What follows belongs to an exercise in optimizing a design on an open flow for small area and a short achievable clock period; a production flow would make more cautious choices.
RTL that was checked went through simulation tests only; none was proved equivalent to the original.
Only the layout flow was run in run 1; the RTL was not checked for function there.

==> flow/design.v, too long to show whole: its modules and the start of the top module <==
// module PE: 1572 lines
module PE#(
    parameter d_width = 32,
    parameter a_width = 8,
    parameter iact_size =  5,
    parameter kernel_size = 3
)
(
    input start,
    input clk, rst_n,
    input [d_width -1 : 0] weight,
    input [d_width -1 : 0] iact,
    output reg load_weight,
    output reg load_iact,
    output reg done,
    output reg [d_width -1 : 0] pe_out
);
  // ...
==> flow/flow/run.sh <==
#!/bin/bash
# Layout flow: the standard layout (standard.sh), with the port buffers
# made as buf_2 cells instead of the cell buffer_ports picks by default.
set -euo pipefail
cat >> config.mk <<'EOC'
export BUFFER_PORTS_ARGS = -buffer_cell sky130_fd_sc_hd__buf_2
EOC
bash standard.sh > standard.log 2>&1
==> flow/standard.sh <==
#!/bin/bash
# synth_recipe.tcl (not shown) runs the flow's synth.tcl, then flattens the netlist and writes it again
# the make line also repeats each setting of config.mk as NAME=value (left out here)
make -C /OpenROAD-flow-scripts/flow DESIGN_CONFIG=/design/flow/config.mk WORK_HOME=/design/flow/orfs CLKGATE_MAP_FILE= SYNTH_SCRIPT=/design/flow/synth_recipe.tcl "${@:-finish}"
==> flow/config.mk <==
export PLATFORM = sky130hd
export DESIGN_NAME = PE
export DESIGN_NICKNAME = PE
export VERILOG_FILES = /design/flow/design.v
export SDC_FILE = /design/flow/constraint.sdc
export NUM_CORES = 4
export LEC_CHECK = 0
export ABC_AREA = 1
export CAP_MARGIN = 20
export CORE_MARGIN = 2
export CORE_UTILIZATION = 60
export CTS_BUF_LIST = sky130_fd_sc_hd__clkbuf_16
export CTS_CLUSTER_DIAMETER = 60
export CTS_CLUSTER_SIZE = 30
export SLEW_MARGIN = 20
export BUFFER_PORTS_ARGS = -buffer_cell sky130_fd_sc_hd__buf_2
==> flow/constraint.sdc <==
create_clock -name core_clock -period 10.0 [get_ports {clk}]
set_input_delay 2.0000 -clock core_clock [delete_from_list [all_inputs] [get_ports {clk}]]
set_output_delay 2.0000 -clock core_clock [all_outputs]
set_load 0.01 [all_outputs]
==> summary.txt, run 1 <==
Final layout
  • Sequential cell area: 11100 um2
  • Non-clk invs: 699

Placement
  • DP Cell Count: 5692

GRT
  • Grt ovf: 0
  • Vias in the first global route: 26800
  • Initial antenna violation count: 3
  • M3 GR Usage: 5.82%

Worst setup path
  • CP startpoint: negn[4]

Detailed routing
  • Via density: 5.35
  • Total number of vias: 30824

Timing
  • Worst slew margin: 31.1%
  • Final Slew Violations: 0
  • Final-report hold violation count: 0
  • Setup_tns: 0 ns

Clocking
  • Postcts setup bufs: 0
  • CTS tree: yes
  • Clk pin slew, worst setup/hold paths: 0.10 ns
  • Total CTS buffers: 39
  • Sinks on Clock Net: 542

Synthesis
  • Largest family of logic cells by synthesized area: simple AND/OR/NAND/NOR gates
  • Main flop type after synthesis: dfxtp_1
  • Mux contribution to synthesized area: 1.18%
  • Area share of the largest cell type after synthesis: 30.8%

Status
  • Status: no timing/DRC/antenna violations

Hold path
  • Hold Crit Class: reg2reg
==> run 2: changes to the inputs <==
--- a/flow/design.v
+++ b/flow/design.v
@@ -77,200 +77,200 @@
     wire pp0_8 = ((one[0] & a[8]) | (two[0] & a[7])) ^ neg[0];
     wire pp0_9 = ((one[0] & a[9]) | (two[0] & a[8])) ^ neg[0];
     wire pp0_10 = ((one[0] & a[10]) | (two[0] & a[9])) ^ neg[0];
     wire pp0_11 = ((one[0] & a[11]) | (two[0] & a[10])) ^ neg[0];
     wire pp0_12 = ((one[0] & a[12]) | (two[0] & a[11])) ^ neg[0];
     wire pp0_13 = ((one[0] & a[13]) | (two[0] & a[12])) ^ neg[0];
     wire pp0_14 = ((one[0] & a[14]) | (two[0] & a[13])) ^ neg[0];
     wire pp0_15 = ((one[0] & a[15]) | (two[0] & a[14])) ^ neg[0];
-    wire pp0_16 = ((~onen[0] & a[16]) | (~twon[0] & a[15])) ^ ~negn[0];
-    wire pp0_17 = ((~onen[0] & a[17]) | (~twon[0] & a[16])) ^ ~negn[0];
-    wire pp0_18 = ((~onen[0] & a[18]) | (~twon[0] & a[17])) ^ ~negn[0];
-    wire pp0_19 = ((~onen[0] & a[19]) | (~twon[0] & a[18])) ^ ~negn[0];
-    wire pp0_20 = ((~onen[0] & a[20]) | (~twon[0] & a[19])) ^ ~negn[0];
-    wire pp0_21 = ((~onen[0] & a[21]) | (~twon[0] & a[20])) ^ ~negn[0];
-    wire pp0_22 = ((~onen[0] & a[22]) | (~twon[0] & a[21])) ^ ~negn[0];
-    wire pp0_23 = ((~onen[0] & a[23]) | (~twon[0] & a[22])) ^ ~negn[0];
-    wire pp0_24 = ((~onen[0] & a[24]) | (~twon[0] & a[23])) ^ ~negn[0];
-    wire pp0_25 = ((~onen[0] & a[25]) | (~twon[0] & a[24])) ^ ~negn[0];
-    wire pp0_26 = ((~onen[0] & a[26]) | (~twon[0] & a[25])) ^ ~negn[0];
-    wire pp0_27 = ((~onen[0] & a[27]) | (~twon[0] & a[26])) ^ ~negn[0];
-    wire pp0_28 = ((~onen[0] & a[28]) | (~twon[0] & a[27])) ^ ~negn[0];
-    wire pp0_29 = ((~onen[0] & a[29]) | (~twon[0] & a[28])) ^ ~negn[0];
-    wire pp0_30 = ((~onen[0] & a[30]) | (~twon[0] & a[29])) ^ ~negn[0];
-    wire pp0_31 = ((~onen[0] & a[31]) | (~twon[0] & a[30])) ^ ~negn[0];
-    wire pp1_2 = ((one[1] & ~an[0]) | (two[1] & 1'b0)) ^ neg[1];
-    wire pp1_3 = ((one[1] & ~an[1]) | (two[1] & ~an[0])) ^ neg[1];
-    wire pp1_4 = ((one[1] & ~an[2]) | (two[1] & ~an[1])) ^ neg[1];
-    wire pp1_5 = ((one[1] & ~an[3]) | (two[1] & ~an[2])) ^ neg[1];
-    wire pp1_6 = ((one[1] & ~an[4]) | (two[1] & ~an[3])) ^ neg[1];
-    wire pp1_7 = ((one[1] & ~an[5]) | (two[1] & ~an[4])) ^ neg[1];
-    wire pp1_8 = ((one[1] & ~an[6]) | (two[1] & ~an[5])) ^ neg[1];
-    wire pp1_9 = ((one[1] & ~an[7]) | (two[1] & ~an[6])) ^ neg[1];
-    wire pp1_10 = ((one[1] & ~an[8]) | (two[1] & ~an[7])) ^ neg[1];
-    wire pp1_11 = ((one[1] & ~an[9]) | (two[1] & ~an[8])) ^ neg[1];
-    wire pp1_12 = ((one[1] & ~an[10]) | (two[1] & ~an[9])) ^ neg[1];
-    wire pp1_13 = ((one[1] & ~an[11]) | (two[1] & ~an[10])) ^ neg[1];
-    wire pp1_14 = ((one[1] & ~an[12]) | (two[1] & ~an[11])) ^ neg[1];
-    wire pp1_15 = ((one[1] & ~an[13]) | (two[1] & ~an[12])) ^ neg[1];
-    wire pp1_16 = ((one[1] & ~an[14]) | (two[1] & ~an[13])) ^ neg[1];
-    wire pp1_17 = ((~onen[1] & ~an[15]) | (~twon[1] & ~an[14])) ^ ~negn[1];
-    wire pp1_18 = ((~onen[1] & ~an[16]) | (~twon[1] & ~an[15])) ^ ~negn[1];
-    wire pp1_19 = ((~onen[1] & ~an[17]) | (~twon[1] & ~an[16])) ^ ~negn[1];
-    wire pp1_20 = ((~onen[1] & ~an[18]) | (~twon[1] & ~an[17])) ^ ~negn[1];
-    wire pp1_21 = ((~onen[1] & ~an[19]) | (~twon[1] & ~an[18])) ^ ~negn[1];
-    wire pp1_22 = ((~onen[1] & ~an[20]) | (~twon[1] & ~an[19])) ^ ~negn[1];
-    wire pp1_23 = ((~onen[1] & ~an[21]) | (~twon[1] & ~an[20])) ^ ~negn[1];
-    wire pp1_24 = ((~onen[1] & ~an[22]) | (~twon[1] & ~an[21])) ^ ~negn[1];
-    wire pp1_25 = ((~onen[1] & ~an[23]) | (~twon[1] & ~an[22])) ^ ~negn[1];
-    wire pp1_26 = ((~onen[1] & ~an[24]) | (~twon[1] & ~an[23])) ^ ~negn[1];
-    wire pp1_27 = ((~onen[1] & ~an[25]) | (~twon[1] & ~an[24])) ^ ~negn[1];
-    wire pp1_28 = ((~onen[1] & ~an[26]) | (~twon[1] & ~an[25])) ^ ~negn[1];
-    wire pp1_29 = ((~onen[1] & ~an[27]) | (~twon[1] & ~an[26])) ^ ~negn[1];
-    wire pp1_30 = ((~onen[1] & ~an[28]) | (~twon[1] & ~an[27])) ^ ~negn[1];
-    wire pp1_31 = ((~onen[1] & ~an[29]) | (~twon[1] & ~an[28])) ^ ~negn[1];
+    wire pp0_16 = ((one[0] & a[16]) | (two[0] & a[15])) ^ neg[0];
+    wire pp0_17 = ((one[0] & a[17]) | (two[0] & a[16])) ^ neg[0];
+    wire pp0_18 = ((one[0] & a[18]) | (two[0] & a[17])) ^ neg[0];
+    wire pp0_19 = ((one[0] & a[19]) | (two[0] & a[18])) ^ neg[0];
+    wire pp0_20 = ((one[0] & a[20]) | (two[0] & a[19])) ^ neg[0];
+    wire pp0_21 = ((one[0] & a[21]) | (two[0] & a[20])) ^ neg[0];
+    wire pp0_22 = ((one[0] & a[22]) | (two[0] & a[21])) ^ neg[0];
+    wire pp0_23 = ((one[0] & a[23]) | (two[0] & a[22])) ^ neg[0];
+    wire pp0_24 = ((one[0] & a[24]) | (two[0] & a[23])) ^ neg[0];
+    wire pp0_25 = ((one[0] & a[25]) | (two[0] & a[24])) ^ neg[0];
+    wire pp0_26 = ((one[0] & a[26]) | (two[0] & a[25])) ^ neg[0];
+    wire pp0_27 = ((one[0] & a[27]) | (two[0] & a[26])) ^ neg[0];
+    wire pp0_28 = ((one[0] & a[28]) | (two[0] & a[27])) ^ neg[0];
+    wire pp0_29 = ((one[0] & a[29]) | (two[0] & a[28])) ^ neg[0];
+    wire pp0_30 = ((one[0] & a[30]) | (two[0] & a[29])) ^ neg[0];
+    wire pp0_31 = ((one[0] & a[31]) | (two[0] & a[30])) ^ neg[0];
+    wire pp1_2 = ((one[1] & a[0]) | (two[1] & 1'b0)) ^ neg[1];
+    wire pp1_3 = ((one[1] & a[1]) | (two[1] & a[0])) ^ neg[1];
+    wire pp1_4 = ((one[1] & a[2]) | (two[1] & a[1])) ^ neg[1];
+    wire pp1_5 = ((one[1] & a[3]) | (two[1] & a[2])) ^ neg[1];
+    wire pp1_6 = ((one[1] & a[4]) | (two[1] & a[3])) ^ neg[1];
+    wire pp1_7 = ((one[1] & a[5]) | (two[1] & a[4])) ^ neg[1];
+    wire pp1_8 = ((one[1] & a[6]) | (two[1] & a[5])) ^ neg[1];
+    wire pp1_9 = ((one[1] & a[7]) | (two[1] & a[6])) ^ neg[1];
+    wire pp1_10 = ((one[1] & a[8]) | (two[1] & a[7])) ^ neg[1];
+    wire pp1_11 = ((one[1] & a[9]) | (two[1] & a[8])) ^ neg[1];
+    wire pp1_12 = ((one[1] & a[10]) | (two[1] & a[9])) ^ neg[1];
+    wire pp1_13 = ((one[1] & a[11]) | (two[1] & a[10])) ^ neg[1];
+    wire pp1_14 = ((one[1] & a[12]) | (two[1] & a[11])) ^ neg[1];
+    wire pp1_15 = ((one[1] & a[13]) | (two[1] & a[12])) ^ neg[1];
+    wire pp1_16 = ((one[1] & a[14]) | (two[1] & a[13])) ^ neg[1];
+    wire pp1_17 = ((one[1] & a[15]) | (two[1] & a[14])) ^ neg[1];
+    wire pp1_18 = ((one[1] & a[16]) | (two[1] & a[15])) ^ neg[1];
+    wire pp1_19 = ((one[1] & a[17]) | (two[1] & a[16])) ^ neg[1];
+    wire pp1_20 = ((one[1] & a[18]) | (two[1] & a[17])) ^ neg[1];
+    wire pp1_21 = ((one[1] & a[19]) | (two[1] & a[18])) ^ neg[1];
+    wire pp1_22 = ((one[1] & a[20]) | (two[1] & a[19])) ^ neg[1];
+    wire pp1_23 = ((one[1] & a[21]) | (two[1] & a[20])) ^ neg[1];
+    wire pp1_24 = ((one[1] & a[22]) | (two[1] & a[21])) ^ neg[1];
+    wire pp1_25 = ((one[1] & a[23]) | (two[1] & a[22])) ^ neg[1];
+    wire pp1_26 = ((one[1] & a[24]) | (two[1] & a[23])) ^ neg[1];
+    wire pp1_27 = ((one[1] & a[25]) | (two[1] & a[24])) ^ neg[1];
+    wire pp1_28 = ((one[1] & a[26]) | (two[1] & a[25])) ^ neg[1];
+    wire pp1_29 = ((one[1] & a[27]) | (two[1] & a[26])) ^ neg[1];
+    wire pp1_30 = ((one[1] & a[28]) | (two[1] & a[27])) ^ neg[1];
+    wire pp1_31 = ((one[1] & a[29]) | (two[1] & a[28])) ^ neg[1];
     wire pp2_4 = ((one[2] & a[0]) | (two[2] & 1'b0)) ^ neg[2];
     wire pp2_5 = ((one[2] & a[1]) | (two[2] & a[0])) ^ neg[2];
     wire pp2_6 = ((one[2] & a[2]) | (two[2] & a[1])) ^ neg[2];
     wire pp2_7 = ((one[2] & a[3]) | (two[2] & a[2])) ^ neg[2];
     wire pp2_8 = ((one[2] & a[4]) | (two[2] & a[3])) ^ neg[2];
     wire pp2_9 = ((one[2] & a[5]) | (two[2] & a[4])) ^ neg[2];
     wire pp2_10 = ((one[2] & a[6]) | (two[2] & a[5])) ^ neg[2];
     wire pp2_11 = ((one[2] & a[7]) | (two[2] & a[6])) ^ neg[2];
     wire pp2_12 = ((one[2] & a[8]) | (two[2] & a[7])) ^ neg[2];
     wire pp2_13 = ((one[2] & a[9]) | (two[2] & a[8])) ^ neg[2];
     wire pp2_14 = ((one[2] & a[10]) | (two[2] & a[9])) ^ neg[2];
     wire pp2_15 = ((one[2] & a[11]) | (two[2] & a[10])) ^ neg[2];
     wire pp2_16 = ((one[2] & a[12]) | (two[2] & a[11])) ^ neg[2];
     wire pp2_17 = ((one[2] & a[13]) | (two[2] & a[12])) ^ neg[2];
-    wire pp2_18 = ((~onen[2] & a[14]) | (~twon[2] & a[13])) ^ ~negn[2];
-    wire pp2_19 = ((~onen[2] & a[15]) | (~twon[2] & a[14])) ^ ~negn[2];
-    wire pp2_20 = ((~onen[2] & a[16]) | (~twon[2] & a[15])) ^ ~negn[2];
-    wire pp2_21 = ((~onen[2] & a[17]) | (~twon[2] & a[16])) ^ ~negn[2];
-    wire pp2_22 = ((~onen[2] & a[18]) | (~twon[2] & a[17])) ^ ~negn[2];
-    wire pp2_23 = ((~onen[2] & a[19]) | (~twon[2] & a[18])) ^ ~negn[2];
-    wire pp2_24 = ((~onen[2] & a[20]) | (~twon[2] & a[19])) ^ ~negn[2];
-    wire pp2_25 = ((~onen[2] & a[21]) | (~twon[2] & a[20])) ^ ~negn[2];
-    wire pp2_26 = ((~onen[2] & a[22]) | (~twon[2] & a[21])) ^ ~negn[2];
-    wire pp2_27 = ((~onen[2] & a[23]) | (~twon[2] & a[22])) ^ ~negn[2];
-    wire pp2_28 = ((~onen[2] & a[24]) | (~twon[2] & a[23])) ^ ~negn[2];
-    wire pp2_29 = ((~onen[2] & a[25]) | (~twon[2] & a[24])) ^ ~negn[2];
-    wire pp2_30 = ((~onen[2] & a[26]) | (~twon[2] & a[25])) ^ ~negn[2];
-    wire pp2_31 = ((~onen[2] & a[27]) | (~twon[2] & a[26])) ^ ~negn[2];
-    wire pp3_6 = ((one[3] & ~an[0]) | (two[3] & 1'b0)) ^ neg[3];
-    wire pp3_7 = ((one[3] & ~an[1]) | (two[3] & ~an[0])) ^ neg[3];
-    wire pp3_8 = ((one[3] & ~an[2]) | (two[3] & ~an[1])) ^ neg[3];
-    wire pp3_9 = ((one[3] & ~an[3]) | (two[3] & ~an[2])) ^ neg[3];
-    wire pp3_10 = ((one[3] & ~an[4]) | (two[3] & ~an[3])) ^ neg[3];
-    wire pp3_11 = ((one[3] & ~an[5]) | (two[3] & ~an[4])) ^ neg[3];
-    wire pp3_12 = ((one[3] & ~an[6]) | (two[3] & ~an[5])) ^ neg[3];
-    wire pp3_13 = ((one[3] & ~an[7]) | (two[3] & ~an[6])) ^ neg[3];
-    wire pp3_14 = ((one[3] & ~an[8]) | (two[3] & ~an[7])) ^ neg[3];
-    wire pp3_15 = ((one[3] & ~an[9]) | (two[3] & ~an[8])) ^ neg[3];
-    wire pp3_16 = ((one[3] & ~an[10]) | (two[3] & ~an[9])) ^ neg[3];
-    wire pp3_17 = ((one[3] & ~an[11]) | (two[3] & ~an[10])) ^ neg[3];
-    wire pp3_18 = ((one[3] & ~an[12]) | (two[3] & ~an[11])) ^ neg[3];
-    wire pp3_19 = ((~onen[3] & ~an[13]) | (~twon[3] & ~an[12])) ^ ~negn[3];
-    wire pp3_20 = ((~onen[3] & ~an[14]) | (~twon[3] & ~an[13])) ^ ~negn[3];
-    wire pp3_21 = ((~onen[3] & ~an[15]) | (~twon[3] & ~an[14])) ^ ~negn[3];
-    wire pp3_22 = ((~onen[3] & ~an[16]) | (~twon[3] & ~an[15])) ^ ~negn[3];
-    wire pp3_23 = ((~onen[3] & ~an[17]) | (~twon[3] & ~an[16])) ^ ~negn[3];
-    wire pp3_24 = ((~onen[3] & ~an[18]) | (~twon[3] & ~an[17])) ^ ~negn[3];
-    wire pp3_25 = ((~onen[3] & ~an[19]) | (~twon[3] & ~an[18])) ^ ~negn[3];
-    wire pp3_26 = ((~onen[3] & ~an[20]) | (~twon[3] & ~an[19])) ^ ~negn[3];
-    wire pp3_27 = ((~onen[3] & ~an[21]) | (~twon[3] & ~an[20])) ^ ~negn[3];
-    wire pp3_28 = ((~onen[3] & ~an[22]) | (~twon[3] & ~an[21])) ^ ~negn[3];
-    wire pp3_29 = ((~onen[3] & ~an[23]) | (~twon[3] & ~an[22])) ^ ~negn[3];
-    wire pp3_30 = ((~onen[3] & ~an[24]) | (~twon[3] & ~an[23])) ^ ~negn[3];
-    wire pp3_31 = ((~onen[3] & ~an[25]) | (~twon[3] & ~an[24])) ^ ~negn[3];
+    wire pp2_18 = ((one[2] & a[14]) | (two[2] & a[13])) ^ neg[2];
+    wire pp2_19 = ((one[2] & a[15]) | (two[2] & a[14])) ^ neg[2];
+    wire pp2_20 = ((one[2] & a[16]) | (two[2] & a[15])) ^ neg[2];
+    wire pp2_21 = ((one[2] & a[17]) | (two[2] & a[16])) ^ neg[2];
+    wire pp2_22 = ((one[2] & a[18]) | (two[2] & a[17])) ^ neg[2];
+    wire pp2_23 = ((one[2] & a[19]) | (two[2] & a[18])) ^ neg[2];
+    wire pp2_24 = ((one[2] & a[20]) | (two[2] & a[19])) ^ neg[2];
+    wire pp2_25 = ((one[2] & a[21]) | (two[2] & a[20])) ^ neg[2];
+    wire pp2_26 = ((one[2] & a[22]) | (two[2] & a[21])) ^ neg[2];
+    wire pp2_27 = ((one[2] & a[23]) | (two[2] & a[22])) ^ neg[2];
+    wire pp2_28 = ((one[2] & a[24]) | (two[2] & a[23])) ^ neg[2];
+    wire pp2_29 = ((one[2] & a[25]) | (two[2] & a[24])) ^ neg[2];
+    wire pp2_30 = ((one[2] & a[26]) | (two[2] & a[25])) ^ neg[2];
+    wire pp2_31 = ((one[2] & a[27]) | (two[2] & a[26])) ^ neg[2];
+    wire pp3_6 = ((one[3] & a[0]) | (two[3] & 1'b0)) ^ neg[3];
+    wire pp3_7 = ((one[3] & a[1]) | (two[3] & a[0])) ^ neg[3];
+    wire pp3_8 = ((one[3] & a[2]) | (two[3] & a[1])) ^ neg[3];
+    wire pp3_9 = ((one[3] & a[3]) | (two[3] & a[2])) ^ neg[3];
+    wire pp3_10 = ((one[3] & a[4]) | (two[3] & a[3])) ^ neg[3];
+    wire pp3_11 = ((one[3] & a[5]) | (two[3] & a[4])) ^ neg[3];
+    wire pp3_12 = ((one[3] & a[6]) | (two[3] & a[5])) ^ neg[3];
+    wire pp3_13 = ((one[3] & a[7]) | (two[3] & a[6])) ^ neg[3];
+    wire pp3_14 = ((one[3] & a[8]) | (two[3] & a[7])) ^ neg[3];
+    wire pp3_15 = ((one[3] & a[9]) | (two[3] & a[8])) ^ neg[3];
+    wire pp3_16 = ((one[3] & a[10]) | (two[3] & a[9])) ^ neg[3];
+    wire pp3_17 = ((one[3] & a[11]) | (two[3] & a[10])) ^ neg[3];
+    wire pp3_18 = ((one[3] & a[12]) | (two[3] & a[11])) ^ neg[3];
+    wire pp3_19 = ((one[3] & a[13]) | (two[3] & a[12])) ^ neg[3];
+    wire pp3_20 = ((one[3] & a[14]) | (two[3] & a[13])) ^ neg[3];
+    wire pp3_21 = ((one[3] & a[15]) | (two[3] & a[14])) ^ neg[3];
+    wire pp3_22 = ((one[3] & a[16]) | (two[3] & a[15])) ^ neg[3];
+    wire pp3_23 = ((one[3] & a[17]) | (two[3] & a[16])) ^ neg[3];
+    wire pp3_24 = ((one[3] & a[18]) | (two[3] & a[17])) ^ neg[3];
+    wire pp3_25 = ((one[3] & a[19]) | (two[3] & a[18])) ^ neg[3];
+    wire pp3_26 = ((one[3] & a[20]) | (two[3] & a[19])) ^ neg[3];
+    wire pp3_27 = ((one[3] & a[21]) | (two[3] & a[20])) ^ neg[3];
+    wire pp3_28 = ((one[3] & a[22]) | (two[3] & a[21])) ^ neg[3];
+    wire pp3_29 = ((one[3] & a[23]) | (two[3] & a[22])) ^ neg[3];
+    wire pp3_30 = ((one[3] & a[24]) | (two[3] & a[23])) ^ neg[3];
+    wire pp3_31 = ((one[3] & a[25]) | (two[3] & a[24])) ^ neg[3];
     wire pp4_8 = ((one[4] & a[0]) | (two[4] & 1'b0)) ^ neg[4];
     wire pp4_9 = ((one[4] & a[1]) | (two[4] & a[0])) ^ neg[4];
     wire pp4_10 = ((one[4] & a[2]) | (two[4] & a[1])) ^ neg[4];
     wire pp4_11 = ((one[4] & a[3]) | (two[4] & a[2])) ^ neg[4];
     wire pp4_12 = ((one[4] & a[4]) | (two[4] & a[3])) ^ neg[4];
     wire pp4_13 = ((one[4] & a[5]) | (two[4] & a[4])) ^ neg[4];
     wire pp4_14 = ((one[4] & a[6]) | (two[4] & a[5])) ^ neg[4];
     wire pp4_15 = ((one[4] & a[7]) | (two[4] & a[6])) ^ neg[4];
     wire pp4_16 = ((one[4] & a[8]) | (two[4] & a[7])) ^ neg[4];
     wire pp4_17 = ((one[4] & a[9]) | (two[4] & a[8])) ^ neg[4];
     wire pp4_18 = ((one[4] & a[10]) | (two[4] & a[9])) ^ neg[4];
     wire pp4_19 = ((one[4] & a[11]) | (two[4] & a[10])) ^ neg[4];
-    wire pp4_20 = ((~onen[4] & a[12]) | (~twon[4] & a[11])) ^ ~negn[4];
-    wire pp4_21 = ((~onen[4] & a[13]) | (~twon[4] & a[12])) ^ ~negn[4];
-    wire pp4_22 = ((~onen[4] & a[14]) | (~twon[4] & a[13])) ^ ~negn[4];
-    wire pp4_23 = ((~onen[4] & a[15]) | (~twon[4] & a[14])) ^ ~negn[4];
-    wire pp4_24 = ((~onen[4] & a[16]) | (~twon[4] & a[15])) ^ ~negn[4];
-    wire pp4_25 = ((~onen[4] & a[17]) | (~twon[4] & a[16])) ^ ~negn[4];
-    wire pp4_26 = ((~onen[4] & a[18]) | (~twon[4] & a[17])) ^ ~negn[4];
-    wire pp4_27 = ((~onen[4] & a[19]) | (~twon[4] & a[18])) ^ ~negn[4];
-    wire pp4_28 = ((~onen[4] & a[20]) | (~twon[4] & a[19])) ^ ~negn[4];
-    wire pp4_29 = ((~onen[4] & a[21]) | (~twon[4] & a[20])) ^ ~negn[4];
-    wire pp4_30 = ((~onen[4] & a[22]) | (~twon[4] & a[21])) ^ ~negn[4];
-    wire pp4_31 = ((~onen[4] & a[23]) | (~twon[4] & a[22])) ^ ~negn[4];
-    wire pp5_10 = ((one[5] & ~an[0]) | (two[5] & 1'b0)) ^ neg[5];
-    wire pp5_11 = ((one[5] & ~an[1]) | (two[5] & ~an[0])) ^ neg[5];
-    wire pp5_12 = ((one[5] & ~an[2]) | (two[5] & ~an[1])) ^ neg[5];
-    wire pp5_13 = ((one[5] & ~an[3]) | (two[5] & ~an[2])) ^ neg[5];
-    wire pp5_14 = ((one[5] & ~an[4]) | (two[5] & ~an[3])) ^ neg[5];
-    wire pp5_15 = ((one[5] & ~an[5]) | (two[5] & ~an[4])) ^ neg[5];
-    wire pp5_16 = ((one[5] & ~an[6]) | (two[5] & ~an[5])) ^ neg[5];
-    wire pp5_17 = ((one[5] & ~an[7]) | (two[5] & ~an[6])) ^ neg[5];
-    wire pp5_18 = ((one[5] & ~an[8]) | (two[5] & ~an[7])) ^ neg[5];
-    wire pp5_19 = ((one[5] & ~an[9]) | (two[5] & ~an[8])) ^ neg[5];
-    wire pp5_20 = ((one[5] & ~an[10]) | (two[5] & ~an[9])) ^ neg[5];
-    wire pp5_21 = ((~onen[5] & ~an[11]) | (~twon[5] & ~an[10])) ^ ~negn[5];
-    wire pp5_22 = ((~onen[5] & ~an[12]) | (~twon[5] & ~an[11])) ^ ~negn[5];
-    wire pp5_23 = ((~onen[5] & ~an[13]) | (~twon[5] & ~an[12])) ^ ~negn[5];
-    wire pp5_24 = ((~onen[5] & ~an[14]) | (~twon[5] & ~an[13])) ^ ~negn[5];
-    wire pp5_25 = ((~onen[5] & ~an[15]) | (~twon[5] & ~an[14])) ^ ~negn[5];
-    wire pp5_26 = ((~onen[5] & ~an[16]) | (~twon[5] & ~an[15])) ^ ~negn[5];
-    wire pp5_27 = ((~onen[5] & ~an[17]) | (~twon[5] & ~an[16])) ^ ~negn[5];
-    wire pp5_28 = ((~onen[5] & ~an[18]) | (~twon[5] & ~an[17])) ^ ~negn[5];
-    wire pp5_29 = ((~onen[5] & ~an[19]) | (~twon[5] & ~an[18])) ^ ~negn[5];
-    wire pp5_30 = ((~onen[5] & ~an[20]) | (~twon[5] & ~an[19])) ^ ~negn[5];
-    wire pp5_31 = ((~onen[5] & ~an[21]) | (~twon[5] & ~an[20])) ^ ~negn[5];
+    wire pp4_20 = ((one[4] & a[12]) | (two[4] & a[11])) ^ neg[4];
+    wire pp4_21 = ((one[4] & a[13]) | (two[4] & a[12])) ^ neg[4];
+    wire pp4_22 = ((one[4] & a[14]) | (two[4] & a[13])) ^ neg[4];
+    wire pp4_23 = ((one[4] & a[15]) | (two[4] & a[14])) ^ neg[4];
+    wire pp4_24 = ((one[4] & a[16]) | (two[4] & a[15])) ^ neg[4];
+    wire pp4_25 = ((one[4] & a[17]) | (two[4] & a[16])) ^ neg[4];
+    wire pp4_26 = ((one[4] & a[18]) | (two[4] & a[17])) ^ neg[4];
+    wire pp4_27 = ((one[4] & a[19]) | (two[4] & a[18])) ^ neg[4];
+    wire pp4_28 = ((one[4] & a[20]) | (two[4] & a[19])) ^ neg[4];
+    wire pp4_29 = ((one[4] & a[21]) | (two[4] & a[20])) ^ neg[4];
+    wire pp4_30 = ((one[4] & a[22]) | (two[4] & a[21])) ^ neg[4];
+    wire pp4_31 = ((one[4] & a[23]) | (two[4] & a[22])) ^ neg[4];
+    wire pp5_10 = ((one[5] & a[0]) | (two[5] & 1'b0)) ^ neg[5];
+    wire pp5_11 = ((one[5] & a[1]) | (two[5] & a[0])) ^ neg[5];
+    wire pp5_12 = ((one[5] & a[2]) | (two[5] & a[1])) ^ neg[5];
+    wire pp5_13 = ((one[5] & a[3]) | (two[5] & a[2])) ^ neg[5];
+    wire pp5_14 = ((one[5] & a[4]) | (two[5] & a[3])) ^ neg[5];
+    wire pp5_15 = ((one[5] & a[5]) | (two[5] & a[4])) ^ neg[5];
+    wire pp5_16 = ((one[5] & a[6]) | (two[5] & a[5])) ^ neg[5];
+    wire pp5_17 = ((one[5] & a[7]) | (two[5] & a[6])) ^ neg[5];
+    wire pp5_18 = ((one[5] & a[8]) | (two[5] & a[7])) ^ neg[5];
+    wire pp5_19 = ((one[5] & a[9]) | (two[5] & a[8])) ^ neg[5];
+    wire pp5_20 = ((one[5] & a[10]) | (two[5] & a[9])) ^ neg[5];
+    wire pp5_21 = ((one[5] & a[11]) | (two[5] & a[10])) ^ neg[5];
+    wire pp5_22 = ((one[5] & a[12]) | (two[5] & a[11])) ^ neg[5];
+    wire pp5_23 = ((one[5] & a[13]) | (two[5] & a[12])) ^ neg[5];
+    wire pp5_24 = ((one[5] & a[14]) | (two[5] & a[13])) ^ neg[5];
+    wire pp5_25 = ((one[5] & a[15]) | (two[5] & a[14])) ^ neg[5];
+    wire pp5_26 = ((one[5] & a[16]) | (two[5] & a[15])) ^ neg[5];
+    wire pp5_27 = ((one[5] & a[17]) | (two[5] & a[16])) ^ neg[5];
+    wire pp5_28 = ((one[5] & a[18]) | (two[5] & a[17])) ^ neg[5];
+    wire pp5_29 = ((one[5] & a[19]) | (two[5] & a[18])) ^ neg[5];
+    wire pp5_30 = ((one[5] & a[20]) | (two[5] & a[19])) ^ neg[5];
+    wire pp5_31 = ((one[5] & a[21]) | (two[5] & a[20])) ^ neg[5];
     wire pp6_12 = ((one[6] & a[0]) | (two[6] & 1'b0)) ^ neg[6];
     wire pp6_13 = ((one[6] & a[1]) | (two[6] & a[0])) ^ neg[6];
     wire pp6_14 = ((one[6] & a[2]) | (two[6] & a[1])) ^ neg[6];
     wire pp6_15 = ((one[6] & a[3]) | (two[6] & a[2])) ^ neg[6];
     wire pp6_16 = ((one[6] & a[4]) | (two[6] & a[3])) ^ neg[6];
     wire pp6_17 = ((one[6] & a[5]) | (two[6] & a[4])) ^ neg[6];
     wire pp6_18 = ((one[6] & a[6]) | (two[6] & a[5])) ^ neg[6];
     wire pp6_19 = ((one[6] & a[7]) | (two[6] & a[6])) ^ neg[6];
     wire pp6_20 = ((one[6] & a[8]) | (two[6] & a[7])) ^ neg[6];
     wire pp6_21 = ((one[6] & a[9]) | (two[6] & a[8])) ^ neg[6];
-    wire pp6_22 = ((~onen[6] & a[10]) | (~twon[6] & a[9])) ^ ~negn[6];
-    wire pp6_23 = ((~onen[6] & a[11]) | (~twon[6] & a[10])) ^ ~negn[6];
-    wire pp6_24 = ((~onen[6] & a[12]) | (~twon[6] & a[11])) ^ ~negn[6];
-    wire pp6_25 = ((~onen[6] & a[13]) | (~twon[6] & a[12])) ^ ~negn[6];
-    wire pp6_26 = ((~onen[6] & a[14]) | (~twon[6] & a[13])) ^ ~negn[6];
-    wire pp6_27 = ((~onen[6] & a[15]) | (~twon[6] & a[14])) ^ ~negn[6];
-    wire pp6_28 = ((~onen[6] & a[16]) | (~twon[6] & a[15])) ^ ~negn[6];
-    wire pp6_29 = ((~onen[6] & a[17]) | (~twon[6] & a[16])) ^ ~negn[6];
-    wire pp6_30 = ((~onen[6] & a[18]) | (~twon[6] & a[17])) ^ ~negn[6];
-    wire pp6_31 = ((~onen[6] & a[19]) | (~twon[6] & a[18])) ^ ~negn[6];
-    wire pp7_14 = ((one[7] & ~an[0]) | (two[7] & 1'b0)) ^ neg[7];
-    wire pp7_15 = ((one[7] & ~an[1]) | (two[7] & ~an[0])) ^ neg[7];
-    wire pp7_16 = ((one[7] & ~an[2]) | (two[7] & ~an[1])) ^ neg[7];
-    wire pp7_17 = ((one[7] & ~an[3]) | (two[7] & ~an[2])) ^ neg[7];
-    wire pp7_18 = ((one[7] & ~an[4]) | (two[7] & ~an[3])) ^ neg[7];
-    wire pp7_19 = ((one[7] & ~an[5]) | (two[7] & ~an[4])) ^ neg[7];
-    wire pp7_20 = ((one[7] & ~an[6]) | (two[7] & ~an[5])) ^ neg[7];
-    wire pp7_21 = ((one[7] & ~an[7]) | (two[7] & ~an[6])) ^ neg[7];
-    wire pp7_22 = ((one[7] & ~an[8]) | (two[7] & ~an[7])) ^ neg[7];
-    wire pp7_23 = ((~onen[7] & ~an[9]) | (~twon[7] & ~an[8])) ^ ~negn[7];
-    wire pp7_24 = ((~onen[7] & ~an[10]) | (~twon[7] & ~an[9])) ^ ~negn[7];
-    wire pp7_25 = ((~onen[7] & ~an[11]) | (~twon[7] & ~an[10])) ^ ~negn[7];
-    wire pp7_26 = ((~onen[7] & ~an[12]) | (~twon[7] & ~an[11])) ^ ~negn[7];
-    wire pp7_27 = ((~onen[7] & ~an[13]) | (~twon[7] & ~an[12])) ^ ~negn[7];
-    wire pp7_28 = ((~onen[7] & ~an[14]) | (~twon[7] & ~an[13])) ^ ~negn[7];
-    wire pp7_29 = ((~onen[7] & ~an[15]) | (~twon[7] & ~an[14])) ^ ~negn[7];
-    wire pp7_30 = ((~onen[7] & ~an[16]) | (~twon[7] & ~an[15])) ^ ~negn[7];
-    wire pp7_31 = ((~onen[7] & ~an[17]) | (~twon[7] & ~an[16])) ^ ~negn[7];
+    wire pp6_22 = ((one[6] & a[10]) | (two[6] & a[9])) ^ neg[6];
+    wire pp6_23 = ((one[6] & a[11]) | (two[6] & a[10])) ^ neg[6];
+    wire pp6_24 = ((one[6] & a[12]) | (two[6] & a[11])) ^ neg[6];
+    wire pp6_25 = ((one[6] & a[13]) | (two[6] & a[12])) ^ neg[6];
+    wire pp6_26 = ((one[6] & a[14]) | (two[6] & a[13])) ^ neg[6];
+    wire pp6_27 = ((one[6] & a[15]) | (two[6] & a[14])) ^ neg[6];
+    wire pp6_28 = ((one[6] & a[16]) | (two[6] & a[15])) ^ neg[6];
+    wire pp6_29 = ((one[6] & a[17]) | (two[6] & a[16])) ^ neg[6];
+    wire pp6_30 = ((one[6] & a[18]) | (two[6] & a[17])) ^ neg[6];
+    wire pp6_31 = ((one[6] & a[19]) | (two[6] & a[18])) ^ neg[6];
+    wire pp7_14 = ((one[7] & a[0]) | (two[7] & 1'b0)) ^ neg[7];
+    wire pp7_15 = ((one[7] & a[1]) | (two[7] & a[0])) ^ neg[7];
+    wire pp7_16 = ((one[7] & a[2]) | (two[7] & a[1])) ^ neg[7];
+    wire pp7_17 = ((one[7] & a[3]) | (two[7] & a[2])) ^ neg[7];
+    wire pp7_18 = ((one[7] & a[4]) | (two[7] & a[3])) ^ neg[7];
+    wire pp7_19 = ((one[7] & a[5]) | (two[7] & a[4])) ^ neg[7];
+    wire pp7_20 = ((one[7] & a[6]) | (two[7] & a[5])) ^ neg[7];
+    wire pp7_21 = ((one[7] & a[7]) | (two[7] & a[6])) ^ neg[7];
+    wire pp7_22 = ((one[7] & a[8]) | (two[7] & a[7])) ^ neg[7];
+    wire pp7_23 = ((one[7] & a[9]) | (two[7] & a[8])) ^ neg[7];
+    wire pp7_24 = ((one[7] & a[10]) | (two[7] & a[9])) ^ neg[7];
+    wire pp7_25 = ((one[7] & a[11]) | (two[7] & a[10])) ^ neg[7];
+    wire pp7_26 = ((one[7] & a[12]) | (two[7] & a[11])) ^ neg[7];
+    wire pp7_27 = ((one[7] & a[13]) | (two[7] & a[12])) ^ neg[7];
+    wire pp7_28 = ((one[7] & a[14]) | (two[7] & a[13])) ^ neg[7];
+    wire pp7_29 = ((one[7] & a[15]) | (two[7] & a[14])) ^ neg[7];
+    wire pp7_30 = ((one[7] & a[16]) | (two[7] & a[15])) ^ neg[7];
+    wire pp7_31 = ((one[7] & a[17]) | (two[7] & a[16])) ^ neg[7];
     wire u1 = f0_s[0] ^ neg[0];
     wire c2 = u1 ? pp0_0 : f0_s[0];
     wire s3 = u1 ^ pp0_0;
     wire u4 = f0_s[1] ^ f0_c[1];
     wire c5 = u4 ? pp0_1 : f0_s[1];
     wire s6 = u4 ^ pp0_1;
     wire u7 = f0_s[2] ^ f0_c[2];
     wire c8 = u7 ? neg[1] : f0_s[2];
@@ -933,80 +933,80 @@
     wire pp8_16 = ((one[8] & a[0]) | (two[8] & 1'b0)) ^ neg[8];
     wire pp8_17 = ((one[8] & a[1]) | (two[8] & a[0])) ^ neg[8];
     wire pp8_18 = ((one[8] & a[2]) | (two[8] & a[1])) ^ neg[8];
     wire pp8_19 = ((one[8] & a[3]) | (two[8] & a[2])) ^ neg[8];
     wire pp8_20 = ((one[8] & a[4]) | (two[8] & a[3])) ^ neg[8];
     wire pp8_21 = ((one[8] & a[5]) | (two[8] & a[4])) ^ neg[8];
     wire pp8_22 = ((one[8] & a[6]) | (two[8] & a[5])) ^ neg[8];
     wire pp8_23 = ((one[8] & a[7]) | (two[8] & a[6])) ^ neg[8];
-    wire pp8_24 = ((~onen[8] & a[8]) | (~twon[8] & a[7])) ^ ~negn[8];
-    wire pp8_25 = ((~onen[8] & a[9]) | (~twon[8] & a[8])) ^ ~negn[8];
-    wire pp8_26 = ((~onen[8] & a[10]) | (~twon[8] & a[9])) ^ ~negn[8];
-    wire pp8_27 = ((~onen[8] & a[11]) | (~twon[8] & a[10])) ^ ~negn[8];
-    wire pp8_28 = ((~onen[8] & a[12]) | (~twon[8] & a[11])) ^ ~negn[8];
-    wire pp8_29 = ((~onen[8] & a[13]) | (~twon[8] & a[12])) ^ ~negn[8];
-    wire pp8_30 = ((~onen[8] & a[14]) | (~twon[8] & a[13])) ^ ~negn[8];
-    wire pp8_31 = ((~onen[8] & a[15]) | (~twon[8] & a[14])) ^ ~negn[8];
-    wire pp9_18 = ((one[9] & ~an[0]) | (two[9] & 1'b0)) ^ neg[9];
-    wire pp9_19 = ((one[9] & ~an[1]) | (two[9] & ~an[0])) ^ neg[9];
-    wire pp9_20 = ((one[9] & ~an[2]) | (two[9] & ~an[1])) ^ neg[9];
-    wire pp9_21 = ((one[9] & ~an[3]) | (two[9] & ~an[2])) ^ neg[9];
-    wire pp9_22 = ((one[9] & ~an[4]) | (two[9] & ~an[3])) ^ neg[9];
-    wire pp9_23 = ((one[9] & ~an[5]) | (two[9] & ~an[4])) ^ neg[9];
-    wire pp9_24 = ((one[9] & ~an[6]) | (two[9] & ~an[5])) ^ neg[9];
-    wire pp9_25 = ((~onen[9] & ~an[7]) | (~twon[9] & ~an[6])) ^ ~negn[9];
-    wire pp9_26 = ((~onen[9] & ~an[8]) | (~twon[9] & ~an[7])) ^ ~negn[9];
-    wire pp9_27 = ((~onen[9] & ~an[9]) | (~twon[9] & ~an[8])) ^ ~negn[9];
-    wire pp9_28 = ((~onen[9] & ~an[10]) | (~twon[9] & ~an[9])) ^ ~negn[9];
-    wire pp9_29 = ((~onen[9] & ~an[11]) | (~twon[9] & ~an[10])) ^ ~negn[9];
-    wire pp9_30 = ((~onen[9] & ~an[12]) | (~twon[9] & ~an[11])) ^ ~negn[9];
-    wire pp9_31 = ((~onen[9] & ~an[13]) | (~twon[9] & ~an[12])) ^ ~negn[9];
+    wire pp8_24 = ((one[8] & a[8]) | (two[8] & a[7])) ^ neg[8];
+    wire pp8_25 = ((one[8] & a[9]) | (two[8] & a[8])) ^ neg[8];
+    wire pp8_26 = ((one[8] & a[10]) | (two[8] & a[9])) ^ neg[8];
+    wire pp8_27 = ((one[8] & a[11]) | (two[8] & a[10])) ^ neg[8];
+    wire pp8_28 = ((one[8] & a[12]) | (two[8] & a[11])) ^ neg[8];
+    wire pp8_29 = ((one[8] & a[13]) | (two[8] & a[12])) ^ neg[8];
+    wire pp8_30 = ((one[8] & a[14]) | (two[8] & a[13])) ^ neg[8];
+    wire pp8_31 = ((one[8] & a[15]) | (two[8] & a[14])) ^ neg[8];
+    wire pp9_18 = ((one[9] & a[0]) | (two[9] & 1'b0)) ^ neg[9];
+    wire pp9_19 = ((one[9] & a[1]) | (two[9] & a[0])) ^ neg[9];
+    wire pp9_20 = ((one[9] & a[2]) | (two[9] & a[1])) ^ neg[9];
+    wire pp9_21 = ((one[9] & a[3]) | (two[9] & a[2])) ^ neg[9];
+    wire pp9_22 = ((one[9] & a[4]) | (two[9] & a[3])) ^ neg[9];
+    wire pp9_23 = ((one[9] & a[5]) | (two[9] & a[4])) ^ neg[9];
+    wire pp9_24 = ((one[9] & a[6]) | (two[9] & a[5])) ^ neg[9];
+    wire pp9_25 = ((one[9] & a[7]) | (two[9] & a[6])) ^ neg[9];
+    wire pp9_26 = ((one[9] & a[8]) | (two[9] & a[7])) ^ neg[9];
+    wire pp9_27 = ((one[9] & a[9]) | (two[9] & a[8])) ^ neg[9];
+    wire pp9_28 = ((one[9] & a[10]) | (two[9] & a[9])) ^ neg[9];
+    wire pp9_29 = ((one[9] & a[11]) | (two[9] & a[10])) ^ neg[9];
+    wire pp9_30 = ((one[9] & a[12]) | (two[9] & a[11])) ^ neg[9];
+    wire pp9_31 = ((one[9] & a[13]) | (two[9] & a[12])) ^ neg[9];
     wire pp10_20 = ((one[10] & a[0]) | (two[10] & 1'b0)) ^ neg[10];
     wire pp10_21 = ((one[10] & a[1]) | (two[10] & a[0])) ^ neg[10];
     wire pp10_22 = ((one[10] & a[2]) | (two[10] & a[1])) ^ neg[10];
     wire pp10_23 = ((one[10] & a[3]) | (two[10] & a[2])) ^ neg[10];
     wire pp10_24 = ((one[10] & a[4]) | (two[10] & a[3])) ^ neg[10];
     wire pp10_25 = ((one[10] & a[5]) | (two[10] & a[4])) ^ neg[10];
-    wire pp10_26 = ((~onen[10] & a[6]) | (~twon[10] & a[5])) ^ ~negn[10];
-    wire pp10_27 = ((~onen[10] & a[7]) | (~twon[10] & a[6])) ^ ~negn[10];
-    wire pp10_28 = ((~onen[10] & a[8]) | (~twon[10] & a[7])) ^ ~negn[10];
-    wire pp10_29 = ((~onen[10] & a[9]) | (~twon[10] & a[8])) ^ ~negn[10];
-    wire pp10_30 = ((~onen[10] & a[10]) | (~twon[10] & a[9])) ^ ~negn[10];
-    wire pp10_31 = ((~onen[10] & a[11]) | (~twon[10] & a[10])) ^ ~negn[10];
-    wire pp11_22 = ((one[11] & ~an[0]) | (two[11] & 1'b0)) ^ neg[11];
-    wire pp11_23 = ((one[11] & ~an[1]) | (two[11] & ~an[0])) ^ neg[11];
-    wire pp11_24 = ((one[11] & ~an[2]) | (two[11] & ~an[1])) ^ neg[11];
-    wire pp11_25 = ((one[11] & ~an[3]) | (two[11] & ~an[2])) ^ neg[11];
-    wire pp11_26 = ((one[11] & ~an[4]) | (two[11] & ~an[3])) ^ neg[11];
-    wire pp11_27 = ((~onen[11] & ~an[5]) | (~twon[11] & ~an[4])) ^ ~negn[11];
-    wire pp11_28 = ((~onen[11] & ~an[6]) | (~twon[11] & ~an[5])) ^ ~negn[11];
-    wire pp11_29 = ((~onen[11] & ~an[7]) | (~twon[11] & ~an[6])) ^ ~negn[11];
-    wire pp11_30 = ((~onen[11] & ~an[8]) | (~twon[11] & ~an[7])) ^ ~negn[11];
-    wire pp11_31 = ((~onen[11] & ~an[9]) | (~twon[11] & ~an[8])) ^ ~negn[11];
+    wire pp10_26 = ((one[10] & a[6]) | (two[10] & a[5])) ^ neg[10];
+    wire pp10_27 = ((one[10] & a[7]) | (two[10] & a[6])) ^ neg[10];
+    wire pp10_28 = ((one[10] & a[8]) | (two[10] & a[7])) ^ neg[10];
+    wire pp10_29 = ((one[10] & a[9]) | (two[10] & a[8])) ^ neg[10];
+    wire pp10_30 = ((one[10] & a[10]) | (two[10] & a[9])) ^ neg[10];
+    wire pp10_31 = ((one[10] & a[11]) | (two[10] & a[10])) ^ neg[10];
+    wire pp11_22 = ((one[11] & a[0]) | (two[11] & 1'b0)) ^ neg[11];
+    wire pp11_23 = ((one[11] & a[1]) | (two[11] & a[0])) ^ neg[11];
+    wire pp11_24 = ((one[11] & a[2]) | (two[11] & a[1])) ^ neg[11];
+    wire pp11_25 = ((one[11] & a[3]) | (two[11] & a[2])) ^ neg[11];
+    wire pp11_26 = ((one[11] & a[4]) | (two[11] & a[3])) ^ neg[11];
+    wire pp11_27 = ((one[11] & a[5]) | (two[11] & a[4])) ^ neg[11];
+    wire pp11_28 = ((one[11] & a[6]) | (two[11] & a[5])) ^ neg[11];
+    wire pp11_29 = ((one[11] & a[7]) | (two[11] & a[6])) ^ neg[11];
+    wire pp11_30 = ((one[11] & a[8]) | (two[11] & a[7])) ^ neg[11];
+    wire pp11_31 = ((one[11] & a[9]) | (two[11] & a[8])) ^ neg[11];
     wire pp12_24 = ((one[12] & a[0]) | (two[12] & 1'b0)) ^ neg[12];
     wire pp12_25 = ((one[12] & a[1]) | (two[12] & a[0])) ^ neg[12];
     wire pp12_26 = ((one[12] & a[2]) | (two[12] & a[1])) ^ neg[12];
     wire pp12_27 = ((one[12] & a[3]) | (two[12] & a[2])) ^ neg[12];
     wire pp12_28 = ((one[12] & a[4]) | (two[12] & a[3])) ^ neg[12];
     wire pp12_29 = ((one[12] & a[5]) | (two[12] & a[4])) ^ neg[12];
     wire pp12_30 = ((one[12] & a[6]) | (two[12] & a[5])) ^ neg[12];
     wire pp12_31 = ((one[12] & a[7]) | (two[12] & a[6])) ^ neg[12];
-    wire pp13_26 = ((one[13] & ~an[0]) | (two[13] & 1'b0)) ^ neg[13];
-    wire pp13_27 = ((one[13] & ~an[1]) | (two[13] & ~an[0])) ^ neg[13];
-    wire pp13_28 = ((one[13] & ~an[2]) | (two[13] & ~an[1])) ^ neg[13];
-    wire pp13_29 = ((one[13] & ~an[3]) | (two[13] & ~an[2])) ^ neg[13];
-    wire pp13_30 = ((one[13] & ~an[4]) | (two[13] & ~an[3])) ^ neg[13];
-    wire pp13_31 = ((one[13] & ~an[5]) | (two[13] & ~an[4])) ^ neg[13];
+    wire pp13_26 = ((one[13] & a[0]) | (two[13] & 1'b0)) ^ neg[13];
+    wire pp13_27 = ((one[13] & a[1]) | (two[13] & a[0])) ^ neg[13];
+    wire pp13_28 = ((one[13] & a[2]) | (two[13] & a[1])) ^ neg[13];
+    wire pp13_29 = ((one[13] & a[3]) | (two[13] & a[2])) ^ neg[13];
+    wire pp13_30 = ((one[13] & a[4]) | (two[13] & a[3])) ^ neg[13];
+    wire pp13_31 = ((one[13] & a[5]) | (two[13] & a[4])) ^ neg[13];
     wire pp14_28 = ((one[14] & a[0]) | (two[14] & 1'b0)) ^ neg[14];
     wire pp14_29 = ((one[14] & a[1]) | (two[14] & a[0])) ^ neg[14];
     wire pp14_30 = ((one[14] & a[2]) | (two[14] & a[1])) ^ neg[14];
     wire pp14_31 = ((one[14] & a[3]) | (two[14] & a[2])) ^ neg[14];
-    wire pp15_30 = ((one[15] & ~an[0]) | (two[15] & 1'b0)) ^ neg[15];
-    wire pp15_31 = ((one[15] & ~an[1]) | (two[15] & ~an[0])) ^ neg[15];
+    wire pp15_30 = ((one[15] & a[0]) | (two[15] & 1'b0)) ^ neg[15];
+    wire pp15_31 = ((one[15] & a[1]) | (two[15] & a[0])) ^ neg[15];
     wire u593 = f1_s[16] ^ neg[8];
     wire c594 = u593 ? pp8_16 : f1_s[16];
     wire s595 = u593 ^ pp8_16;
     wire u596 = f1_s[17] ^ f1_c[17];
     wire c597 = u596 ? pp8_17 : f1_s[17];
     wire s598 = u596 ^ pp8_17;
     wire u599 = f1_s[18] ^ f1_c[18];
     wire c600 = u599 ? neg[9] : f1_s[18];
==> flow/flow/run.sh (replaced) <==
#!/bin/bash
# Layout flow: the standard layout (standard.sh) with two changes:
#  - the port buffers are buf_2 cells instead of the cell buffer_ports picks;
#  - timing repair aims at 6.6 ns of setup slack at the 10 ns clock.
set -euo pipefail
cat >> config.mk <<'EOC'
export BUFFER_PORTS_ARGS = -buffer_cell sky130_fd_sc_hd__buf_2
export SETUP_SLACK_MARGIN = 6.6
EOC
bash standard.sh > standard.log 2>&1
==> flow/config.mk (replaced) <==
export PLATFORM = sky130hd
export DESIGN_NAME = PE
export DESIGN_NICKNAME = PE
export VERILOG_FILES = /design/flow/design.v
export SDC_FILE = /design/flow/constraint.sdc
export NUM_CORES = 4
export LEC_CHECK = 0
export CAP_MARGIN = 20
export CORE_MARGIN = 2
export CORE_UTILIZATION = 60
export CTS_BUF_LIST = sky130_fd_sc_hd__clkbuf_16
export CTS_CLUSTER_DIAMETER = 60
export CTS_CLUSTER_SIZE = 30
export SLEW_MARGIN = 20
export BUFFER_PORTS_ARGS = -buffer_cell sky130_fd_sc_hd__buf_2
export SETUP_SLACK_MARGIN = 6.6
==> run 2 against run 1 <==
Design area down 14%. Routed wire length down 29%. Global-route usage is 5.7 points lower. First-iteration DRC count decreased by 55%. Sequential share of layout area increased by 1.1 points. Critical path depth decreased by 7. Via count fell by 36%. Register-to-register slack gained 0.23 ns. Hold slack got worse by 0.021 ns. Clock-buffer cell count shrank 2. Die area is 14% lower.
==> summary.txt, run 2 <==
Detailed routing
  • Via density: 5.74 (+7.3%)
  • Routed WL: 67.6 mm
  • Iter 0 DRT Violations: 1384
  • Total number of vias: 19773 (-36%)
  • Routed len/inst: 19.6 um
  • DRT Pass-1 Iters: 6
  • Detail Route Antenna Nets: 0
  • DR DRC count: 0

Synthesis
  • Top cells by area, synth: dfxtp_1, xnor2_1, a22oi_1
  • Gate Count Post-Synth: 2822
  • Post-synth net total: 2952
  • Most common cell in the netlist: xnor2_1
  • Mean Syn Cell Area: 9.80 um2
  • Post-synth EDFFs: 0
  • Flops & latches, synth: 476
  • Sequential area share after synthesis: 35.3%
  • Post-synth top cells: xnor2_1, dfxtp_1, a22oi_1
  • Synth unique cells: 70
  • Synth area leader: dfxtp_1
  • Area share of the largest cell type after synthesis: 31.1% (+0.38 points)
  • Post-Syn Area: 27600 um2
  • FFs w/ async S/R, synth: 9.66%
  • Synth warn: 1
  • Main flop type after synthesis: dfxtp_1

Clocking
  • Clk root buf: clkbuf_16
  • Worst skew pair latency: 0.59 ns
  • H-tree Lvls: 2
  • Max Buffers Root-to-Sink: 3
  • Total CTS buffers: 36 (-7.7%)
  • CTS tree: yes
  • Sinks on Clock Net: 476 (-12%)
  • Clk pin slew, worst setup/hold paths: 0.10 ns (about the same)

Final layout
  • Final Net Count: 2947
  • Final Non-Filler Cells: 3444
  • Most frequent cells in the layout: xnor2_1, dfxtp_1, a22oi_1
  • Inserted Diodes: 0
  • Ratio of cells with drive above 1 in the final layout: 13.5%
  • Syn-to-layout area delta: 7.11%
  • Most common cell after layout, fill and taps aside: xnor2_1
  • Final Instance Area: 29600 um2
  • Fillers: 3818
  • Core Util, Final: 65.3%

GRT
  • First-pass GRT wire length: 107 mm
  • Pin count of the biggest net entering global routing: 94
  • GRT Overall Usage: 28.3%
  • Vias in the first global route: 19722 (-26%)
  • Grt ovf: 0 (unchanged)
  • Initial antenna violation count: 0 (-3)

Timing
  • Worst-margin pin slew: 1.11 ns
  • Clock skew: 0.0494 ns
  • RSZ-0062 raised after global routing: true
  • Final setup fails: 0
  • Final Slew Violations: 0 (unchanged)
  • F_max: 0.314 GHz
  • Final-report hold violation count: 0 (unchanged)
  • Setup_tns: 0 ns (unchanged)
  • Worst slew margin: 25.8% (-5.4 points)
  • Final min period: 3.19 ns
  • Hold slack: 0.301 ns
  • Final period util: 31.9%

Die
  • Die Ht: 219 um
  • Initial Util: 60.9%
  • FP Rows: 78
  • Width of the die: 219 um
  • Die area: 47800 um2
  • Core area: 45400 um2
  • IO Pins: 102

Worst setup path
  • Slowest stage cell, crit path: dfxtp_1
  • Cell mode on critical path: xnor2_1
  • Crit-path cells: a22oi_1 -> xnor2_1 -> xnor3_1 -> xnor2_1 -> xnor2_1 -> xnor2_1 -> xor2_1 -> ha_1 -> nor2b_1
  • CP Data Arrival Time: 3.59 ns
  • CP peak stage delay: 0.92 ns
  • Cell count of the worst reg-to-reg path: 9
  • Crit path max fanout: 17
  • Critical Path RT: 10.40 ns
  • Crit Path Class: reg2reg
  • Crit start category: flop
  • CP Capture Type: flop

Hold path
  • Hold path cells: 0
  • Hold Crit Class: reg2reg

Flow run
  • Max Cap Violations: 0

Placement
  • Input/output buffers: 101
  • Area after DPL: 28200 um2
  • DP Wirelength: 47.0 mm
  • Routability cong.: 0.874
  • DP Cell Count: 3377 (-41%)

Status
  • Status: no timing/DRC/antenna violations
[run 2: changes by cell type after synthesis, moves of 39 or more]
cell     change
nand3_1    -493
nor2b_1     +39
maj3_1     +157
o22ai_1    -103
inv_1      -609
o21ai_0    -132
nand2_1   -1792
mux2_2      +67
xnor2_1    +594
a22oi_1    +248
dfxtp_1     -66
xor2_1      -82
[run 2: final cells by class]
cell class / instances / area [um2] / share of cell area, %
timing repair buffer: 136 / 782 / 2.64
inverter: 44 / 165 / 0.558
tap: 600 / 751 / 2.54
clock inverter: 26 / 313 / 1.06
multi-input combinational: 2123 / 16800 / 56.8
clock buffer: 39 / 976 / 3.30
sequential: 476 / 9800 / 33.1
[run 2: cell families (layout without fill, tap and decap cells)]
| kind of cell | Yosys count | after routing | share of synthesized area (%) |
|---|---|---|---|
| muxes | 136 | 136 | 5.37 |
| DFF | 476 | 476 | 35.3 |
| and+or+nand+nor | 476 | 476 | 7.62 |
| adders and majority gates | 242 | 242 | 9.50 |
| xor gates and xnor gates | 817 | 817 | 26.8 |
| buffers and inverters | 223 | 245 | 3.98 |
| AOI/OAI and AO/OA | 452 | 452 | 11.4 |
[run 2: stage by stage]
step | setup slack, ns
after CTS | 6.60
after global placement | 6.59
after floorplan | 6.88
final | 6.81
after global routing | 6.59
after detailed placement | 6.53
[run 2: worst paths after layout]
kind,start,end,slack [ns]
max,two[7],acc0_s[26],6.81
min,r4[16],r3[16],0.30
max reg2reg,two[7],acc0_s[26],6.81
min reg2reg,r4[16],r3[16],0.30
max in group asynchronous,rst_n,pe_out[24],8.15
min in group asynchronous,rst_n,load_iact,1.42
[run 2: timing repair]
item / in CTS / in global routing
resized for setup: 7 / 25
pin swaps: 0 / 3
hold buffers: 0 / 0
buffers inserted: 0 / 2
setup endpoints to repair: 11 / 32
[run 2: worst max-delay path: cells and delay by family, from the launching register on]
kind | cells | cell delay (ns)
xor gates and xnor gates | 6 | 1.53
and+or+nand+nor | 1 | 0.12
adders and majority gates | 1 | 0.24
AOI/OAI and AO/OA | 1 | 0.18
DFF | 1 | 0.92
[run 2: per-layer routing]
metal	GRT usage (%)	up-vias	part of all wire, %
li1	-	9530	-
met3	3.22	129	6.3
met4	10.6	0	3.2
met1	37.9	9496	44
met5	0	-	0
met2	46.9	618	46
==> run 3: changes to the inputs <==
==> flow/flow/run.sh (replaced) <==
#!/bin/bash
# Layout flow: the standard layout (standard.sh) with these changes:
#  - the port buffers are buf_2 cells instead of the cell buffer_ports picks;
#  - timing repair aims at 7.0 ns of setup slack at the 10 ns clock, and
#    may only resize cells and swap pins (no buffers, no cloning).
set -euo pipefail
cat >> config.mk <<'EOC'
export BUFFER_PORTS_ARGS = -buffer_cell sky130_fd_sc_hd__buf_2
export SETUP_SLACK_MARGIN = 7.0
export SETUP_MOVE_SEQUENCE = sizeup,swap
EOC
bash standard.sh > standard.log 2>&1
--- a/flow/config.mk
+++ b/flow/config.mk
@@ -13,4 +13,5 @@
 export CTS_CLUSTER_SIZE = 30
 export SLEW_MARGIN = 20
 export BUFFER_PORTS_ARGS = -buffer_cell sky130_fd_sc_hd__buf_2
-export SETUP_SLACK_MARGIN = 6.6
+export SETUP_SLACK_MARGIN = 7.0
+export SETUP_MOVE_SEQUENCE = sizeup,swap
==> run 3 against run 2 <==
Utilization grew 2.5 points. Global-route usage grew 0.33 points. Sequential share of layout area shrank 0.90 points. Hold slack gained 0.018 ns. Clock skew shrank 0.018 ns. Design area grew 3.8%. Critical path depth shrank 8. Cell count is essentially flat. Register-to-register slack gained 0.15 ns. Synthesized area is the same.
==> summary.txt, run 3 <==
Status
  • Status: no timing/DRC/antenna violations

Synthesis
  • FFs w/ async S/R, synth: 9.66% (unchanged)
  • Area share of the largest cell type after synthesis: 31.1% (unchanged)
  • Gate Count Post-Synth: 2822 (unchanged)
  • Top cells by area, synth: dfxtp_1, xnor2_1, a22oi_1
  • Post-Syn Area: 27600 um2 (unchanged)
  • Most common cell in the netlist: xnor2_1
  • Sequential area share after synthesis: 35.3% (unchanged)
  • Post-synth net total: 2952 (unchanged)
  • Mean Syn Cell Area: 9.80 um2 (unchanged)
  • Post-synth EDFFs: 0 (unchanged)
  • Synth unique cells: 70 (unchanged)
  • Main flop type after synthesis: dfxtp_1
  • Flops & latches, synth: 476 (unchanged)
  • Synth area leader: dfxtp_1
  • Post-synth top cells: xnor2_1, dfxtp_1, a22oi_1
  • Synth warn: 1 (unchanged)

Final layout
  • Multi-input gate area: 17600 um2 (+4.7%)
  • Final Net Count: 2947 (unchanged)
  • Syn-to-layout area delta: 11.2%
  • Fillers: 3636 (-4.8%)
  • Sequential cell area: 9890 um2 (+1.0%)
  • Most frequent cells in the layout: xnor2_1, dfxtp_1, a22oi_1
  • Inserted Diodes: 0 (unchanged)
  • Ratio of cells with drive above 1 in the final layout: 18.5% (+5.0 points)
  • Final Non-Filler Cells: 3443 (-0.029%)
  • Most common cell after layout, fill and taps aside: xnor2_1

Timing
  • F_max: 0.317 GHz (+1.2%)
  • RSZ-0062 raised after global routing: true
  • Worst-margin pin slew: 0.912 ns (-0.202 ns)
  • Final period util: 31.5% (-0.38 points)
  • Final setup fails: 0 (unchanged)
  • Setup_tns: 0 ns (unchanged)
  • Worst slew margin: 38.4% (+13 points)
  • Clock skew: 0.0311 ns (-0.0183 ns)
  • Final min period: 3.15 ns (-0.0378 ns)
  • Final-report hold violation count: 0 (unchanged)
  • Final Slew Violations: 0 (unchanged)

Die
  • Die Ht: 219 um (unchanged)
  • FP Rows: 78 (unchanged)
  • Die area: 47800 um2 (unchanged)
  • Width of the die: 219 um (unchanged)
  • Initial Util: 60.9% (unchanged)
  • IO Pins: 102 (unchanged)
  • Core area: 45400 um2 (unchanged)

Placement
  • DP Cell Count: 3378 (+0.030%)
  • DP Wirelength: 47.6 mm (+1.4%)
  • Routability cong.: 0.883 (+0.97%)
  • Input/output buffers: 101 (unchanged)

Worst setup path
  • Slowest stage cell, crit path: dfrtp_2
  • Cell family with most CP delay: flip-flops
  • CP Data Arrival Time: 1.15 ns (-2.44 ns)
  • Critical Path RT: 8.00 ns (-2.40 ns)
  • CP bufs+invs: 1 (+1)
  • Crit Path Class: reg2out
  • Crit-path cells: buf_6
  • CP Capture Type: primary output
  • Crit start category: flop
  • Crit path max fanout: 2 (-15)
  • CP peak stage delay: 0.44 ns (-0.48 ns)

Clocking
  • CTS tree: yes
  • Clk pin slew, worst setup/hold paths: 0.10 ns (about the same)
  • Total CTS buffers: 37 (+2.8%)
  • Clk root buf: clkbuf_16
  • Max Buffers Root-to-Sink: 3 (unchanged)
  • H-tree Lvls: 2 (unchanged)
  • Sinks on Clock Net: 476 (unchanged)
  • Worst skew pair latency: 0.59 ns (about the same)

GRT
  • Pin count of the biggest net entering global routing: 69 (-27%)
  • First-pass GRT wire length: 108 mm (+0.84%)
  • Initial antenna violation count: 1 (+1)
  • GRT Overall Usage: 28.6% (+0.33 points)
  • Vias in the first global route: 19650 (-0.37%)
  • Grt ovf: 0 (unchanged)

Hold path
  • Hold Crit Class: reg2reg

Detailed routing
  • DR DRC count: 0 (unchanged)
  • Detail Route Antenna Nets: 0 (unchanged)
  • Via density: 5.79 (+0.89%)
  • Routed WL: 68.6 mm (+1.5%)
  • DRT Pass-1 Iters: 6 (unchanged)
  • Total number of vias: 19943 (+0.86%)
  • Iter 0 DRT Violations: 1500 (+8.4%)
  • Routed len/inst: 19.9 um (+1.5%)

Flow run
  • Max Cap Violations: 0 (unchanged)
==> run 3: cell counts after synthesis <==
Identical to the previous run, type by type.
==> run 3: metrics by stage <==
stage          instance area [um2]  worst slack (ns)  hold WS (ns)  util, %
4_1_cts                      30100              6.81         0.327     66.2
3_3_place_gp                 28300              6.57         0.310     62.3
6_report                     30700              6.85         0.319     67.8
3_5_place_dp                 28300              6.49         0.312     62.3
2_1_floorplan                27700              7.02         0.310        -
5_1_grt                      30700              6.83         0.318     67.8
==> run 3: cell families after synthesis <==
kind of cell             Yosys count  share of synthesized area (%)
buffers and inverters            223                           3.98
XOR/XNOR                         817                           26.8
AO/OA/AOI/OAI                    452                           11.4
adder cells (fa/ha/maj)          242                           9.50
flip-flops                       476                           35.3
multiplexers                     136                           5.37
AND/OR/NAND/NOR                  476                           7.62
==> run 3: cell type report <==
cell class | count | share of cell area [%]
Timing Repair Buffer | 135 | 3.19
Sequential cell | 476 | 32.2
Clock inverter | 27 | 1.27
Clock buffer | 38 | 3.09
Inverter | 44 | 0.537
Multi-Input combinational cell | 2123 | 57.3
Tap cell | 600 | 2.44
==> run 3: what timing repair did <==
item	CTS	global route
endpoints found under the setup margin	86	80
setup buffers	0	0
hold buffers	0	0
gates resized for setup	133	130
pin swaps	30	46
==> run 3: final timing paths <==
check	endpoint	depth (start not counted)	start	slack (ns)
min in group asynchronous	load_weight	1	rst_n	1.41
max in group asynchronous	pe_out[23]	1	rst_n	8.14
worst max-delay path	pe_out[23]	1	pe_out[23]	6.85
worst min register to register	r3[16]	0	r4[16]	0.32
worst min-delay path	r3[16]	0	r4[16]	0.32
worst max register to register	acc0_c[17]	8	neg[2]	6.96
==> run 3: layer usage <==
| metal | wire length [um] | track usage [%] |
|---|---|---|
| met1 | 30300 | 38.8 |
| met2 | 31900 | 47.0 |
| met3 | 4160 | 3.28 |
| met4 | 2230 | 10.7 |
| met5 | 0 | 0 |

-- separate check: timing with driven ports --
No port has a modelled driver above. Below, the same layouts with a new extraction and two added sets of constraints. Step 1 (the two cells are an assumption about what drives the block):
set clk [get_ports {clk}]
set_driving_cell -lib_cell sky130_fd_sc_hd__clkbuf_16 $clk
set_driving_cell -lib_cell sky130_fd_sc_hd__buf_2 [delete_from_list [all_inputs] $clk]
Step 2, shift: input delay + t, output delay - t, t = (earliest + latest rising clock arrival at the registers) / 2. This alone moves slack from input paths to output paths. Three values: ideal ports, drivers, drivers and shift; two values: the first two.
run | t (ns) | setup slack, ns | hold slack, ns
run 1 | 0.655 | 6.582 / 6.582 / 6.582 | 0.322 / 0.322 / 0.322
run 2 | 0.630 | 6.812 / 6.784 / 6.709 | 0.301 / 0.301 / 0.301
run 3 | 0.641 | 6.850 / 6.787 / 6.829 | 0.319 / 0.319 / 0.319
After both steps every run listed still meets setup and hold. The setup slack of run 2, which loses most, moves by -0.028 ns with the drivers and by -0.103 ns with both steps.
